Source: an optimization exercise on an open RTL-to-GDS flow (aim: small area). Production flows keep margins and buffers that such runs may drop.
In this exercise RTL edits were held to simulation tests only and were not proved equivalent to the original.

Design Top_FFT, start of the top module:
module Top_FFT #(
    parameter   INTEGER_SIZE = 4,
                FRACT_SIZE = 14,
                NFFT = 64
) (
    input       wire                                             clk, rst,
    input       wire                                             start_FFT,
    input       wire    signed  [INTEGER_SIZE+FRACT_SIZE-1:0]    serial_in_r, serial_in_i,
    output      wire    signed  [INTEGER_SIZE+FRACT_SIZE-1:0]    serial_out_r, serial_out_i,
    output      wire                                             end_FFT, data_valid_FFT
);
For scale: about 9500 cells after synthesis, roughly 2700 flip-flops, roughly 77 I/O pins, ~100000 um^2 of cells after synthesis.
Settings: LEC_CHECK=0, ABC_AREA=1, CAP_MARGIN=20, CORE_MARGIN=2, CORE_UTILIZATION=65, CTS_BUF_LIST=sky130_fd_sc_hd__clkbuf_16, CTS_CLUSTER_DIAMETER=120, CTS_CLUSTER_SIZE=22, PLACE_DENSITY=0.8, SLEW_MARGIN=20; clock period 12.0 ns.
run.sh (not shown) runs the stock make flow with config.mk's settings and CLKGATE_MAP_FILE= SYNTH_SCRIPT=/design/flow/synth_recipe.tcl, a recipe that flattens the netlist after the stock synthesis.
Rerun with:
--- a/flow/design.v
+++ b/flow/design.v
@@ -825,43 +825,22 @@
 wire ml = busy & (cnt >= 8'd68);           
 wire [2*W-1:0] u1, y, a6, u6, u5, p5, dl5a, a5;
 wire [2*W-1:0] dl6, o6, w5, o4, o5, dl5;
 sdf_delay #(.W(2*W), .D(1)) R6  (.clk(clk), .din(ml ? o6  : {serial_in_r, serial_in_i}), .dout(y));
 sdf_delay #(.W(2*W), .D(1)) DL6 (.clk(clk), .din(ml ? dl6 : y),    .dout(a6));
 sdf_delay #(.W(2*W), .D(1)) R5  (.clk(clk), .din(ml ? w5  : a6),   .dout(u6));
 sdf_delay #(.W(2*W), .D(1)) R4  (.clk(clk), .din(ml ? o4  : u6),   .dout(u5));
 sdf_delay #(.W(2*W), .D(1)) P5  (.clk(clk), .din(ml ? o5  : u5),   .dout(p5));
 sdf_delay #(.W(2*W), .D(1)) DL5 (.clk(clk), .din(ml ? dl5 : p5),   .dout(dl5a));
+sdf_delay #(.W(2*W), .D(1)) DL5B (.clk(clk), .din(dl5a), .dout(a5));
 assign u1 = dl5a;
 wire [2*W-1:0] a1, dl1, o1;
-reg  [2*W-1:0] dl1w [0:31];
-wire           ms4 = busy & (cnt >= 8'd73);
-wire           ms6 = busy & (cnt >= 8'd75);
-wire           ms7 = busy & (cnt >= 8'd76);
-wire [38:0]    q51n, q51;
-wire [39:0]    q52n, q52;
-reg  [2:0]     q51x;
-reg  [3:0]     q52x;
-integer k1;
-always @(posedge clk) begin
-    dl1w[0] <= dl1;
-    for (k1 = 1; k1 < 32; k1 = k1 + 1)
-        if (k1 != 4 && k1 != 6 && k1 != 7) dl1w[k1] <= dl1w[k1-1];
-    dl1w[4] <= ms4 ? dl5a        : dl1w[3];
-    dl1w[6] <= ms6 ? q51n[38:3]  : dl1w[5];
-    dl1w[7] <= ms7 ? q52n[39:4]  : dl1w[6];
-    q51x    <= q51n[2:0];
-    q52x    <= q52n[3:0];
-end
-assign a1  = dl1w[31];
-assign a5  = dl1w[4];
-assign q51 = {dl1w[6], q51x};
-assign q52 = {dl1w[7], q52x};
+sdf_delay #(.W(2*W), .D(32)) DL1 (.clk(clk), .din(dl1), .dout(a1));
 sdf_bfly  #(.W(W)) BF1 (.sel(t1[5]), .tw(m1[4] & m1[5]),
     .a_r(a1[2*W-1:W]), .a_i(a1[W-1:0]), .u_r(u1[2*W-1:W]), .u_i(u1[W-1:0]),
     .dl_r(dl1[2*W-1:W]), .dl_i(dl1[W-1:0]), .o_r(o1[2*W-1:W]), .o_i(o1[W-1:0]));
 wire [2*W-1:0] u2;
 sdf_delay #(.W(2*W), .D(1)) R1 (.clk(clk), .din(o1), .dout(u2));
 wire [2*W-1:0] a2, dl2, o2;
 sdf_delay #(.W(2*W), .D(16)) DL2 (.clk(clk), .din(dl2), .dout(a2));
 sdf_bfly  #(.W(W)) BF2 (.sel(t2[4]), .tw(1'b0),
     .a_r(a2[2*W-1:W]), .a_i(a2[W-1:0]), .u_r(u2[2*W-1:W]), .u_i(u2[W-1:0]),
@@ -889,18 +868,22 @@
 sdf_delay #(.W(2*W), .D(1)) R3 (.clk(clk), .din(w3), .dout(u4));
 wire [2*W-1:0] a4, dl4;
 sdf_delay #(.W(2*W), .D(4)) DL4 (.clk(clk), .din(dl4), .dout(a4));
 sdf_bfly  #(.W(W)) BF4 (.sel(t4[2]), .tw(m4[1] & m4[2]),
     .a_r(a4[2*W-1:W]), .a_i(a4[W-1:0]), .u_r(u4[2*W-1:W]), .u_i(u4[W-1:0]),
     .dl_r(dl4[2*W-1:W]), .dl_i(dl4[W-1:0]), .o_r(o4[2*W-1:W]), .o_i(o4[W-1:0]));
 sdf_bfly  #(.W(W)) BF5 (.sel(t5[1]), .tw(1'b0),
     .a_r(a5[2*W-1:W]), .a_i(a5[W-1:0]), .u_r(u5[2*W-1:W]), .u_i(u5[W-1:0]),
     .dl_r(dl5[2*W-1:W]), .dl_i(dl5[W-1:0]), .o_r(o5[2*W-1:W]), .o_i(o5[W-1:0]));
+wire [38:0]    q51n, q51;
+wire [39:0]    q52n, q52;
 w8_front2 TF5 (.addr(ad5f), .in_r(p5[2*W-1:W]), .in_i(p5[W-1:0]),
                .q1(q51), .q1n(q51n), .q2n(q52n));
+sdf_delay #(.W(39), .D(1)) Q51 (.clk(clk), .din(q51n), .dout(q51));
+sdf_delay #(.W(40), .D(1)) Q52 (.clk(clk), .din(q52n), .dout(q52));
 w8_back  TB5 (.addr(q52[1:0]), .q(q52[39:2]), .out_r(w5[2*W-1:W]), .out_i(w5[W-1:0]));
 sdf_bfly  #(.W(W)) BF6 (.sel(t6[0]), .tw(1'b0),
     .a_r(a6[2*W-1:W]), .a_i(a6[W-1:0]), .u_r(u6[2*W-1:W]), .u_i(u6[W-1:0]),
     .dl_r(dl6[2*W-1:W]), .dl_i(dl6[W-1:0]), .o_r(o6[2*W-1:W]), .o_i(o6[W-1:0]));
 assign serial_out_r = y[2*W-1:W];
 assign serial_out_i = y[W-1:0];
 endmodule
Outcome: The new run went through all stages and came out clean. Synthesized cell count decreases by 0.69%. Count of clock-buffer cells in the layout increases by 4. Setup slack got worse by 0.064 ns. Area after synthesis increases by 1.0%. Wire length increases by 1.6%. Hold slack got worse by 0.0038 ns. First-iteration DRC count decreases by 13%. Fmax decreases by 0.56%. Core utilization is about the same.

========
job 101:
Another version of the RTL of Top_FFT (not shown whole).
clock: 12.0 ns
lec_check: 0
abc_area: 1
cap_margin: 20
core_margin: 2
core_utilization: 65
cts_buf_list: sky130_fd_sc_hd__clkbuf_16
cts_cluster_diameter: 120
cts_cluster_size: 22
place_density: 0.8
slew_margin: 20
standard.sh (not shown) runs the stock make flow with config.mk's settings and CLKGATE_MAP_FILE= SYNTH_SCRIPT=/design/flow/synth_recipe.tcl, a recipe that flattens the netlist after the stock synthesis.
==> flow/flow/run.sh <==
#!/bin/bash
# Standard layout, with one netlist step between synthesis and floorplan:
# flow/polarity.py re-polarises full adders (a full adder is self-dual) to
# drop inverters around them. Registers and everything else stay as the
# standard synthesis made them. Each step logs to a file of its own here.
set -euo pipefail
WORK=$(pwd)
R=$WORK/orfs/results/$FLOW_PLATFORM/Top_FFT/base
bash standard.sh synth > $WORK/1_standard_synth.log 2>&1
cp $R/1_2_yosys.v $WORK/1_2_yosys.standard.v
python3 $WORK/flow/polarity.py $WORK/1_2_yosys.standard.v $R/1_2_yosys.v > $WORK/2_polarity.log 2>&1
rm -f $R/1_synth.odb $R/1_synth.sdc
bash standard.sh finish > $WORK/3_standard_finish.log 2>&1
Other scripts of this flow, unchanged in this note and not shown: flow/flow/polarity.py
Both conditions hold for job 101: the flow ran to the end and the final layout passed the timing, design-rule and antenna checks.
Input changes introduced in job 102 (baseline for comparison: job 101):
--- a/flow/design.v
+++ b/flow/design.v
@@ -878,39 +878,35 @@
 assign a5  = dl1w[3];
 assign p5  = dl1w[4];
 assign q51 = {dl1w[5], q51x};
 assign q52 = {dl1w[6], q52x};
 assign u6  = dl1w[7];
 assign a6  = dl1w[8];
 assign y   = dl1w[9];
 sdf_bfly  #(.W(W)) BF1 (.sel(t1[5]), .tw(m1[4] & m1[5]),
     .a_r(a1[2*W-1:W]), .a_i(a1[W-1:0]), .u_r(u1[2*W-1:W]), .u_i(u1[W-1:0]),
     .dl_r(dl1[2*W-1:W]), .dl_i(dl1[W-1:0]), .o_r(o1[2*W-1:W]), .o_i(o1[W-1:0]));
 wire [2*W-1:0] u2;
-wire [2*W-1:0] u2n;
-sdf_delay #(.W(2*W), .D(1)) R1 (.clk(clk), .din(~o1), .dout(u2n));
-assign u2 = ~u2n;
+sdf_delay #(.W(2*W), .D(1)) R1 (.clk(clk), .din(o1), .dout(u2));
 wire [2*W-1:0] a2, dl2, o2;
 sdf_delay #(.W(2*W), .D(16)) DL2 (.clk(clk), .din(dl2), .dout(a2));
 sdf_bfly  #(.W(W)) BF2 (.sel(t2[4]), .tw(1'b0),
     .a_r(a2[2*W-1:W]), .a_i(a2[W-1:0]), .u_r(u2[2*W-1:W]), .u_i(u2[W-1:0]),
     .dl_r(dl2[2*W-1:W]), .dl_i(dl2[W-1:0]), .o_r(o2[2*W-1:W]), .o_i(o2[W-1:0]));
 wire [2*W-1:0] p2, w2, u3;
 wire [37:0]    f2, q2;
 sdf_delay #(.W(2*W), .D(1)) P2 (.clk(clk), .din(o2), .dout(p2));
 w8_front TF2 (.addr(ad2f), .in_r(p2[2*W-1:W]), .in_i(p2[W-1:0]), .q(f2));
 sdf_delay #(.W(38), .D(1)) Q2 (.clk(clk), .din(f2), .dout(q2));
 w8_back  TB2 (.addr(m2b[3] ? {m2b[4], m2b[5]} : 2'd0), .q(q2), .out_r(w2[2*W-1:W]), .out_i(w2[W-1:0]));
-wire [2*W-1:0] u3n;
-sdf_delay #(.W(2*W), .D(1)) R2 (.clk(clk), .din(~w2), .dout(u3n));
-assign u3 = ~u3n;
+sdf_delay #(.W(2*W), .D(1)) R2 (.clk(clk), .din(w2), .dout(u3));
 wire [2*W-1:0] a3, dl3;
 sdf_delay #(.W(2*W), .D(8)) DL3 (.clk(clk), .din(dl3), .dout(a3));
 sdf_bfly  #(.W(W)) BF3 (.sel(t3[3]), .tw(1'b0),
     .a_r(a3[2*W-1:W]), .a_i(a3[W-1:0]), .u_r(u3[2*W-1:W]), .u_i(u3[W-1:0]),
     .dl_r(dl3[2*W-1:W]), .dl_i(dl3[W-1:0]), .o_r(o3[2*W-1:W]), .o_i(o3[W-1:0]));
 wire [41:0]    cn3, c3;
 wire [71:0]    f3;
 tw64_rom ROM3 (.address(m3n[5:0]), .dr(cn3[41:21]), .di(cn3[20:0]));
 sdf_delay #(.W(42), .D(1)) C3 (.clk(clk), .din(cn3), .dout(c3));
 w64_front TF3 (.in_r(p3[2*W-1:W]), .in_i(p3[W-1:0]), .dr(c3[41:21]), .di(c3[20:0]), .q(f3));
 w64_back  TB3 (.q(f3), .out_r(w3[2*W-1:W]), .out_i(w3[W-1:0]));
### Flow results
- Job 102 reached the final stage; the timing, design-rule and antenna checks on its layout passed.
- Area of the die (lower): job 101
- There was hardly any difference in clock slew seen by the registers of the worst setup and hold paths between job 101 and job 102.
- Job 102 against job 101: non-clock buffer instance count of the final layout down 9, final non-filler cell area up about 0.55%, global-route wire length before repair up 3600 µm, total number of vias flat, area after synthesis up 500 µm².
- Looking at worst hold slack, job 102 sits 10 ps below job 101.
- Any difference in multi-input gate share of the layout cell area between job 102 and job 101 is small enough to ignore.
- Side by side, detailed-routed wire length on met2 turned out higher in job 102 than in job 101.

==> afterwards: timing with drivers on the ports <==
Ports are ideal in the flow. The routed layouts listed here were re-timed in OpenROAD.
Step 1 sets driving cells, clkbuf_16 on the clock port and buf_2 on the other inputs (assumed; they add their load-dependent delay and slew).
Step 2 also shifts input and output timing later by t, the mid clock arrival at the registers, as if the neighbouring blocks saw the same clock.
a / b / c = ideal ports / drivers / drivers and shift; a / b = the first two.
run	t (ns)	setup WS [ns]	hold WS [ns]
the first run of note 1	0.895	0.553 / 0.553 / 0.553	0.291 / 0.291 / 0.291
the second run of note 1	0.882	0.489 / 0.489 / 0.489	0.288 / 0.288 / 0.288
job 101	0.867	0.464 / 0.464 / 0.464	0.303 / 0.303 / 0.303
job 102	0.885	0.357 / 0.357 / 0.357	0.293 / 0.293 / 0.293
After both steps setup and hold are still met in every run listed.
